Source: an optimization exercise on an open RTL-to-GDS flow (aim: small area, a short achievable clock period and few clock cycles). Production flows keep margins and buffers that such runs may drop.
The RTL was checked by simulation tests, not by an equivalence proof against the original design.

## v6
Design rsa_core, start of the top module:
module rsa_core #(
    parameter WIDTH = 32
)(
    input  wire                 clk,
    input  wire                 rst,
    input  wire                 start,
    input  wire [WIDTH-1:0]     m_in,
    input  wire [WIDTH-1:0]     e_in,
    input  wire [WIDTH-1:0]     n_in,
    output reg  [WIDTH-1:0]     out,
    output reg                  busy,
    output reg                  done
);
clock: 375.0 ns
lec_check: 0
cap_margin: 30
core_margin: 2
core_utilization: 65
cts_buf_list: sky130_fd_sc_hd__clkbuf_4 sky130_fd_sc_hd__clkbuf_8
setup_slack_margin: 5
slew_margin: 30
synth_hierarchical: 1
standard.sh (not shown) runs the stock make flow with config.mk's settings and CLKGATE_MAP_FILE= SYNTH_SCRIPT=/design/flow/synth_recipe.tcl, a recipe that flattens the netlist after the stock synthesis.
==> flow/flow/run.sh <==
#!/bin/bash
set -euo pipefail
export BUFFER_PORTS_ARGS="-buffer_cell sky130_fd_sc_hd__buf_1"
bash standard.sh synth > synth.log 2>&1
bash standard.sh finish > layout.log 2>&1
Testbench counts of v6, summed over its fixed seeds: cycles 12,664.
Relative to v6, the following input files were edited for v7:
--- a/flow/design.v
+++ b/flow/design.v
@@ -60,14 +60,19 @@
         wire sb, sn, sd, t;
         wire [32:0] nX;
         wire [33:0] nc;
         wire [33:0] nT;
         rsa_ctl  u_ctl  (.ns0(nS[i][0]), .a(A[i]), .b0(B[0]),
                          .sb(sb), .sn(sn), .sd(sd), .t(t));
-        rsa_sel1 u_sel1 (.ns0(nS[i][0]), .a(A[i]), .t(t),
-                         .b(B[1]), .n(N[1]), .d(D[1]), .nx(nX[1]));
+        if (i % 2 == 1) begin : g_fast
+            rsa_sel1 u_sel1 (.ns0(nS[i][0]), .a(A[i]), .t(t),
+                             .b(B[1]), .n(N[1]), .d(D[1]), .nx(nX[1]));
+        end else begin : g_slow
+            rsa_selb u_sel1 (.sb(sb), .sn(sn), .sd(sd), .b(B[1]), .n(N[1]),
+                             .d(D[1]), .nx(nX[1]));
+        end
         rsa_sel  u_sel  (.sb(sb), .sn(sn), .sd(sd), .B(B[31:2]), .N(N[31:2]),
                          .D(D[32:2]), .nX(nX[32:2]));
         assign nX[0] = 1'b1;            
         if (1) begin : g_add
             assign nc[1] = nS[i][0];    
             for (j = 1; j < 32; j = j + 1) begin : g_fa
@@ -272,6 +277,17 @@
     output wire s,
     output wire co
 );
 assign s  = (a ^ b) ^ c;
 assign co = (a & b) | ((a ^ b) & c);
 endmodule
+module rsa_selb (
+    input  wire sb,
+    input  wire sn,
+    input  wire sd,
+    input  wire b,
+    input  wire n,
+    input  wire d,
+    output wire nx
+);
+assign nx = ~((sb & b) | (sn & n) | (sd & d));
+endmodule
Looking at v7 and v6, the clock skew is a wash.
Synthesized area on v7 is ahead of v6.
Going from v6 to v7, floorplan die area now smaller, global-route total usage across every layer now larger.
[v7 vs v6] multiplexer fraction of the synthesized cell area: lower in v7
Max first-iteration DRC count across v7 and v6: v7
Summary: with v6 as the reference, routed wire length in v7 moved up by a few percent.
Row placed wire-length estimate: v7 higher / v6 lower
Testbench counts of v7, summed over its fixed seeds: cycles 12,664.

---

The RTL this note starts from:
==> flow/design.v <==
`timescale 1ns/1ps
module rsa_core #(
    parameter WIDTH = 32
)(
    input  wire                 clk,
    input  wire                 rst,
    input  wire                 start,
    input  wire [WIDTH-1:0]     m_in,
    input  wire [WIDTH-1:0]     e_in,
    input  wire [WIDTH-1:0]     n_in,
    output reg  [WIDTH-1:0]     out,
    output reg                  busy,
    output reg                  done
);
localparam [3:0] IDLE = 4'd0, DBL = 4'd1, CHAIN = 4'd2, CONV = 4'd3,
                 SKIP = 4'd4, P1 = 4'd5, P2 = 4'd6, SQ = 4'd7, SQ2 = 4'd8,
                 MUL = 4'd9, MUL3 = 4'd10, FIN = 4'd11;
reg [3:0]  state;
reg [31:0] r;        
reg [31:0] n_r;      
reg [31:0] m_r;      
reg [32:0] ex;       
reg [5:0]  cnt;
wire last = (ex[31:0] == 32'd0);    
wire pair = ex[31] & (ex[30:0] != 31'd0);
wire fin_op = ((state == SQ) | (state == P1)) & last;
wire sel_r = ((state == CHAIN) | (state == SQ) | (state == SQ2) | (state == P1)) & ~fin_op;
wire sel_m = (state == CONV) | (state == MUL) | (state == P2);
wire sel_3 = (state == MUL3);
wire [31:0] A = ({32{sel_r}} & r) | ({32{sel_m}} & m_r) | ({32{sel_3}} & out) |
                {31'd0, fin_op};
wire [31:0] B = r;
wire [31:0] N = n_r;
wire [32:0] D;
wire [32:0] dc;
assign D[0]  = ~B[0];           
assign dc[1] = B[0];
genvar i, j;
generate
    for (j = 1; j < 32; j = j + 1) begin : g_d
        assign D[j]    = B[j] ^ N[j] ^ dc[j];
        assign dc[j+1] = (B[j] & N[j]) | ((B[j] ^ N[j]) & dc[j]);
    end
endgenerate
assign D[32] = dc[32];
wire [32:0] nS [0:32];
assign nS[0] = {33{1'b1}};
generate
    for (i = 0; i < 32; i = i + 1) begin : g_row
        wire sb, sn, sd;
        wire [32:0] nX;
        wire [33:0] nc;
        wire [33:0] nT;
        rsa_ctl  u_ctl  (.ns0(nS[i][0]), .a(A[i]), .b0(B[0]),
                         .sb(sb), .sn(sn), .sd(sd));
        rsa_sel1 u_sel1 (.ns0(nS[i][0]), .a(A[i]), .b0(B[0]),
                         .b(B[1]), .n(N[1]), .d(D[1]), .nx(nX[1]));
        rsa_sel  u_sel  (.sb(sb), .sn(sn), .sd(sd), .B(B[31:2]), .N(N[31:2]),
                         .D(D[32:2]), .nX(nX[32:2]));
        assign nX[0] = 1'b1;            
        assign nT[0] = 1'b1;
        assign nc[1] = nS[i][0];
        for (j = 1; j < 33; j = j + 1) begin : g_fa
            assign nT[j]   = (nS[i][j] ^ nX[j]) ^ nc[j];
            assign nc[j+1] = (nS[i][j] & nX[j]) | ((nS[i][j] ^ nX[j]) & nc[j]);
        end
        assign nT[33] = nc[33];
        assign nS[i+1] = nT[33:1];
    end
endgenerate
wire [32:0] nV = (state == DBL)  ? ~{r, 1'b0} :
                 (state == SKIP) ? ~33'd1 :
                                   nS[32];
wire [33:0] unc;
wire [32:0] nU;
wire [32:0] Nx = {1'b0, N};
assign unc[0] = 1'b0;
generate
    for (j = 0; j < 33; j = j + 1) begin : g_sub
        assign nU[j]    = nV[j] ^ Nx[j] ^ unc[j];
        assign unc[j+1] = (nV[j] & Nx[j]) | ((nV[j] ^ Nx[j]) & unc[j]);
    end
endgenerate
wire [31:0] red = unc[33] ? ~nV[31:0] : ~nU[31:0];
wire n_16 = &n_in[31:27];                               
wire n_4  = n_in[31] & n_in[30] & (n_in[29] | n_in[28]);  
wire n_2  = n_in[31] & (n_in[30] | n_in[29]);           
wire n_big = n_2;
wire [31:0] r_init = n_16 ? {~n_in[27:1], 1'b1, 4'd0} :    
                     n_4  ? {~n_in[29:1], 1'b1, 2'd0} :    
                     n_2  ? {~n_in[30:1], 1'b1, 1'b0} :    
                     n_in[31] ? {~n_in[31:1], 1'b1} :      
                                32'd1;
wire [5:0] cnt_init = n_16 ? 6'd2 : n_4 ? 6'd3 : n_2 ? 6'd4 :
                      n_in[31] ? 6'd0 : 6'd32;
wire shift_skip = ~ex[32];
always @(posedge clk) begin
    if (rst) begin
        state <= IDLE;
        busy  <= 1'b0;
        done  <= 1'b0;
    end else begin
        case (state)
            IDLE:  if (start) begin
                       busy  <= 1'b1;
                       state <= n_big ? CHAIN : DBL;
                   end
            DBL:   if (cnt == 6'd0) state <= CHAIN;
            CHAIN: if (cnt == 6'd0) state <= CONV;
            CONV:  state <= (ex[32] && !last) ? P1 : SKIP;
            SKIP:  if (ex[32]) begin
                       if (last) begin
                           busy  <= 1'b0;
                           done  <= 1'b1;
                           state <= FIN;
                       end else begin
                           state <= P1;
                       end
                   end
            P1:    if (last) begin
                       busy  <= 1'b0;
                       done  <= 1'b1;
                       state <= FIN;
                   end else begin
                       state <= P2;
                   end
            P2:    state <= SQ;
            SQ:    if (last) begin
                       busy  <= 1'b0;
                       done  <= 1'b1;
                       state <= FIN;
                   end else if (ex[32]) begin
                       state <= pair ? SQ2 : MUL;
                   end
            SQ2:   state <= MUL3;
            MUL:   state <= SQ;
            MUL3:  state <= SQ;
            FIN:   if (!start) begin
                       done  <= 1'b0;
                       state <= IDLE;
                   end
            default: state <= IDLE;
        endcase
    end
end
always @(posedge clk) n_r <= n_in;
always @(posedge clk) begin
    case (state)
        IDLE: begin
            m_r <= m_in;
            ex  <= {e_in, 1'b1};
            r   <= r_init;
            cnt <= cnt_init;
        end
        DBL: begin
            r <= red;
            if (shift_skip) ex <= {ex[31:0], 1'b0};
            cnt <= (cnt == 6'd0) ? 6'd4 : cnt - 6'd1;
        end
        CHAIN: begin
            r <= red;
            if (shift_skip) ex <= {ex[31:0], 1'b0};
            cnt <= cnt - 6'd1;
        end
        CONV: begin
            r <= red;
            m_r <= red;
            if (shift_skip || !last) ex <= {ex[31:0], 1'b0};
        end
        SKIP: begin
            if (ex[32] && last) out <= red;    
            if (shift_skip || !last) ex <= {ex[31:0], 1'b0};
        end
        P1: begin
            if (last) out <= red;            
            else      r   <= red;
        end
        P2: begin
            out <= red;
            if (ex[32]) r <= red;
            ex <= {ex[31:0], 1'b0};
        end
        SQ: begin
            if (last) out <= red;            
            else      r   <= red;
            if (!ex[32] || pair) ex <= {ex[31:0], 1'b0};
        end
        SQ2: begin
            r <= red;
        end
        MUL, MUL3: begin
            r <= red;
            ex  <= {ex[31:0], 1'b0};
        end
        default: ;
    endcase
end
endmodule
module rsa_ctl (
    input  wire ns0,    
    input  wire a,      
    input  wire b0,     
    output wire sb,
    output wire sn,
    output wire sd
);
wire q = ~ns0 ^ (a & b0);
assign sb = a & ~q;
assign sn = ~a & q;
assign sd = a & q;
endmodule
module rsa_sel (
    input  wire        sb,
    input  wire        sn,
    input  wire        sd,
    input  wire [31:2] B,
    input  wire [31:2] N,
    input  wire [32:2] D,
    output wire [32:2] nX
);
genvar j;
generate
    for (j = 2; j < 32; j = j + 1) begin : g_x
        assign nX[j] = ~((sb & B[j]) | (sn & N[j]) | (sd & D[j]));
    end
endgenerate
assign nX[32] = ~(sd & D[32]);
endmodule
module rsa_sel1 (
    input  wire ns0,
    input  wire a,
    input  wire b0,
    input  wire b,
    input  wire n,
    input  wire d,
    output wire nx
);
wire q = ~ns0 ^ (a & b0);
assign nx = ~(q ? (a ? d : n) : (a & b));
endmodule
export LEC_CHECK = 0
export CAP_MARGIN = 30
export CORE_MARGIN = 2
export CORE_UTILIZATION = 40
export SETUP_SLACK_MARGIN = 5
export SLEW_MARGIN = 30
export SYNTH_HIERARCHICAL = 1
create_clock -name core_clock -period 375.0 [get_ports {clk}]
run.sh (not shown) runs the stock make flow with config.mk's settings and CLKGATE_MAP_FILE= SYNTH_SCRIPT=/design/flow/synth_recipe.tcl, a recipe that flattens the netlist after the stock synthesis.
Stock flow here: none of the scripts above is used.
The baseline reached the layout checks and failed them: max-slew violations.
Testbench counts at the start, summed over its fixed seeds: cycles 12,652.
Next try:
--- a/flow/design.v
+++ b/flow/design.v
@@ -83,15 +83,4 @@
 endgenerate
 wire [31:0] red = unc[33] ? ~nV[31:0] : ~nU[31:0];
-wire n_16 = &n_in[31:27];                               
-wire n_4  = n_in[31] & n_in[30] & (n_in[29] | n_in[28]);  
-wire n_2  = n_in[31] & (n_in[30] | n_in[29]);           
-wire n_big = n_2;
-wire [31:0] r_init = n_16 ? {~n_in[27:1], 1'b1, 4'd0} :    
-                     n_4  ? {~n_in[29:1], 1'b1, 2'd0} :    
-                     n_2  ? {~n_in[30:1], 1'b1, 1'b0} :    
-                     n_in[31] ? {~n_in[31:1], 1'b1} :      
-                                32'd1;
-wire [5:0] cnt_init = n_16 ? 6'd2 : n_4 ? 6'd3 : n_2 ? 6'd4 :
-                      n_in[31] ? 6'd0 : 6'd32;
 wire shift_skip = ~ex[32];
 always @(posedge clk) begin
@@ -104,5 +93,5 @@
             IDLE:  if (start) begin
                        busy  <= 1'b1;
-                       state <= n_big ? CHAIN : DBL;
+                       state <= DBL;
                    end
             DBL:   if (cnt == 6'd0) state <= CHAIN;
@@ -150,6 +139,6 @@
             m_r <= m_in;
             ex  <= {e_in, 1'b1};
-            r   <= r_init;
-            cnt <= cnt_init;
+            r   <= n_in[31] ? {~n_in[31:1], 1'b1} : 32'd1;
+            cnt <= n_in[31] ? 6'd0 : 6'd32;
         end
         DBL: begin
=> The changed run completed, yet does not pass: max-slew violations; via count decreases by a few percent; final area decreases slightly; core utilization increases by 0.34 points; register-to-register slack gets worse by 1.2 ns; first-iteration DRC count increases slightly.
Testbench counts after the change, summed over its fixed seeds: cycles 12,946.

---

lane 1:
Another version of the RTL of rsa_core (not shown whole).
For scale: about 150 flip-flops, roughly 130 I/O pins, ~43000 sq um of cells after synthesis.
==> flow/config.mk <==
export PLATFORM = sky130hd
export DESIGN_NAME = rsa_core
export DESIGN_NICKNAME = rsa_core
export VERILOG_FILES = /design/flow/design.v
export SDC_FILE = /design/flow/constraint.sdc
export NUM_CORES = 8
export LEC_CHECK = 0
export CAP_MARGIN = 30
export CORE_MARGIN = 2
export CORE_UTILIZATION = 40
export SETUP_SLACK_MARGIN = 5
export SLEW_MARGIN = 30
export SYNTH_HIERARCHICAL = 1
==> flow/constraint.sdc <==
create_clock -name core_clock -period 375.0 [get_ports {clk}]
set_input_delay 75.0000 -clock core_clock [delete_from_list [all_inputs] [get_ports {clk}]]
set_output_delay 75.0000 -clock core_clock [all_outputs]
set_load 0.01 [all_outputs]
standard.sh (not shown) runs the stock make flow with config.mk's settings and CLKGATE_MAP_FILE= SYNTH_SCRIPT=/design/flow/synth_recipe.tcl, a recipe that flattens the netlist after the stock synthesis.
==> flow/flow/run.sh <==
#!/bin/bash
set -euo pipefail
export BUFFER_PORTS_ARGS="-buffer_cell sky130_fd_sc_hd__buf_2"
bash standard.sh synth > synth.log 2>&1
bash standard.sh finish > layout.log 2>&1
Testbench counts of lane 1, summed over its fixed seeds: cycles 12,652.
Relative to lane 1, the following input files were edited for lane 3:
--- a/flow/design.v
+++ b/flow/design.v
@@ -103,28 +103,24 @@
 wire [31:0] red = unc[33] ? ~nV[31:0] : ~nU[31:0];
 wire n_16 = &n_in[31:27];                                  
 wire n_4  = n_in[31] & n_in[30] & (n_in[29] | n_in[28]);   
 wire n_2  = n_in[31] & (n_in[30] | n_in[29]);              
 wire n_big = n_2;
 wire s16 = n_16;                     
-wire s4  = n_4 & ~n_16;              
+wire s4  = n_4 & ~n_in[27] |         
+           n_4 & ~(n_in[29] & n_in[28]);
 wire s2  = n_2 & ~n_4;               
 wire s1  = n_in[31] & ~n_2;          
 wire s0  = ~n_in[31];                
 wire [35:0] cx = {~n_in[31:1], 1'b1, 4'd0};    
 wire [31:0] r_init;
 generate
-    for (j = 0; j < 8; j = j + 1) begin : g_init
+    for (j = 0; j < 32; j = j + 1) begin : g_init
         assign r_init[j] = (s16 & cx[j])     | (s4 & cx[j + 2]) |
                            (s2 & cx[j + 3])  | (s1 & cx[j + 4]) |
                            ((j == 0) ? s0 : 1'b0);
-    end
-    for (j = 8; j < 32; j = j + 8) begin : g_init8
-        rsa_init8 u_init (.top(n_in[31:27]), .n0(n_in[j+7:j]),
-                          .n1(n_in[j+6:j-1]), .n2(n_in[j+5:j-2]),
-                          .n4(n_in[j+3:j-4]), .r(r_init[j+7:j]));
     end
 endgenerate
 wire [5:0] cnt_init = n_16 ? 6'd2 : n_4 ? 6'd3 : n_2 ? 6'd4 :
                       n_in[31] ? 6'd0 : 6'd32;
 wire shift_skip = ~cur;
 always @(posedge clk) begin
@@ -287,24 +283,6 @@
     output wire s,
     output wire co
 );
 assign s  = (a ^ b) ^ c;
 assign co = (a & b) | ((a ^ b) & c);
 endmodule
-module rsa_init8 (
-    input  wire [4:0] top,    
-    input  wire [7:0] n0,
-    input  wire [7:0] n1,
-    input  wire [7:0] n2,
-    input  wire [7:0] n4,
-    output wire [7:0] r
-);
-wire n_16 = &top;
-wire n_4  = top[4] & top[3] & (top[2] | top[1]);
-wire n_2  = top[4] & (top[3] | top[2]);
-wire s16 = n_16;
-wire s4  = n_4 & ~n_16;
-wire s2  = n_2 & ~n_4;
-wire s1  = top[4] & ~n_2;
-assign r = ~(({8{s16}} & n4) | ({8{s4}} & n2) | ({8{s2}} & n1) | ({8{s1}} & n0)) &
-           {8{top[4]}};
-endmodule
==> run summary <==
Changes observed in lane 3 relative to lane 1: cell area saw little to no change; number of non-clock buffers in the layout saw a decrease.
Looking at average vias per placed instance, lane 3 sits about 1% below lane 1.
Delta (lane 3 minus lane 1): placer's final routability congestion estimate moved down, data required time at the worst endpoint flat.
Changes observed in lane 3 relative to lane 1: stage delay of the slowest cell on the critical path increased by 0.11 ns relative to the old numbers, final-stage net count moved up, summed instance area of the synthesized netlist about even, setup slack rose 0.045 ns.
Between lane 1 and lane 3, cell total after placement is higher for lane 3, lane 1 comes in under that.
Between lane 3 and lane 1, the sequential fraction of the synthesis area does not differ in any meaningful way.
Testbench counts of lane 3, summed over its fixed seeds: cycles 12,652.

-- re-timing with driven ports --
In the flow no input, the clock included, has a driving cell. The finished layouts below were timed again as built, in two steps.
Step 1 assumes that a clkbuf_16 drives the clock port and a buf_2 every other input.
Step 2 adds t to the input delays and takes it off the output delays; t is the mean of the earliest and latest rising clock arrival at the registers after step 1. Input paths then give back, and output paths get back, about the clock's delay inside the block.
a / b / c = no drivers / after step 1 / after step 2; a / b = the first two.
| run | shift t [ns] | slack for setup (ns) | clock arrival spread, ns | worst register clock-pin slew, ns | pins driven straight from the clock port |
|---|---|---|---|---|---|
| v6 | 0.490 | 298.834 / 298.824 / 298.334 | 0.015 / 0.015 | 0.09 / 0.09 | 1 |
| v7 | 0.491 | 298.722 / 298.739 / 298.247 | 0.016 / 0.017 | 0.09 / 0.09 | 1 |
| the first run of note 2 | 0.500 | 297.940 / 297.975 / 297.475 | 0.014 / 0.014 | 0.07 / 0.07 | 1 |
| the second run of note 2 | 0.517 | 298.598 / 298.542 / 298.409 | 0.014 / 0.014 | 0.08 / 0.08 | 1 |
| lane 1 | 0.488 | 298.405 / 298.433 / 297.945 | 0.011 / 0.010 | 0.06 / 0.06 | 1 |
| lane 3 | 0.479 | 298.450 / 298.482 / 298.002 | 0.012 / 0.013 | 0.07 / 0.07 | 1 |
For v6, which loses most, drivers alone change the setup slack by -0.010 ns; drivers and shift together by -0.500 ns.
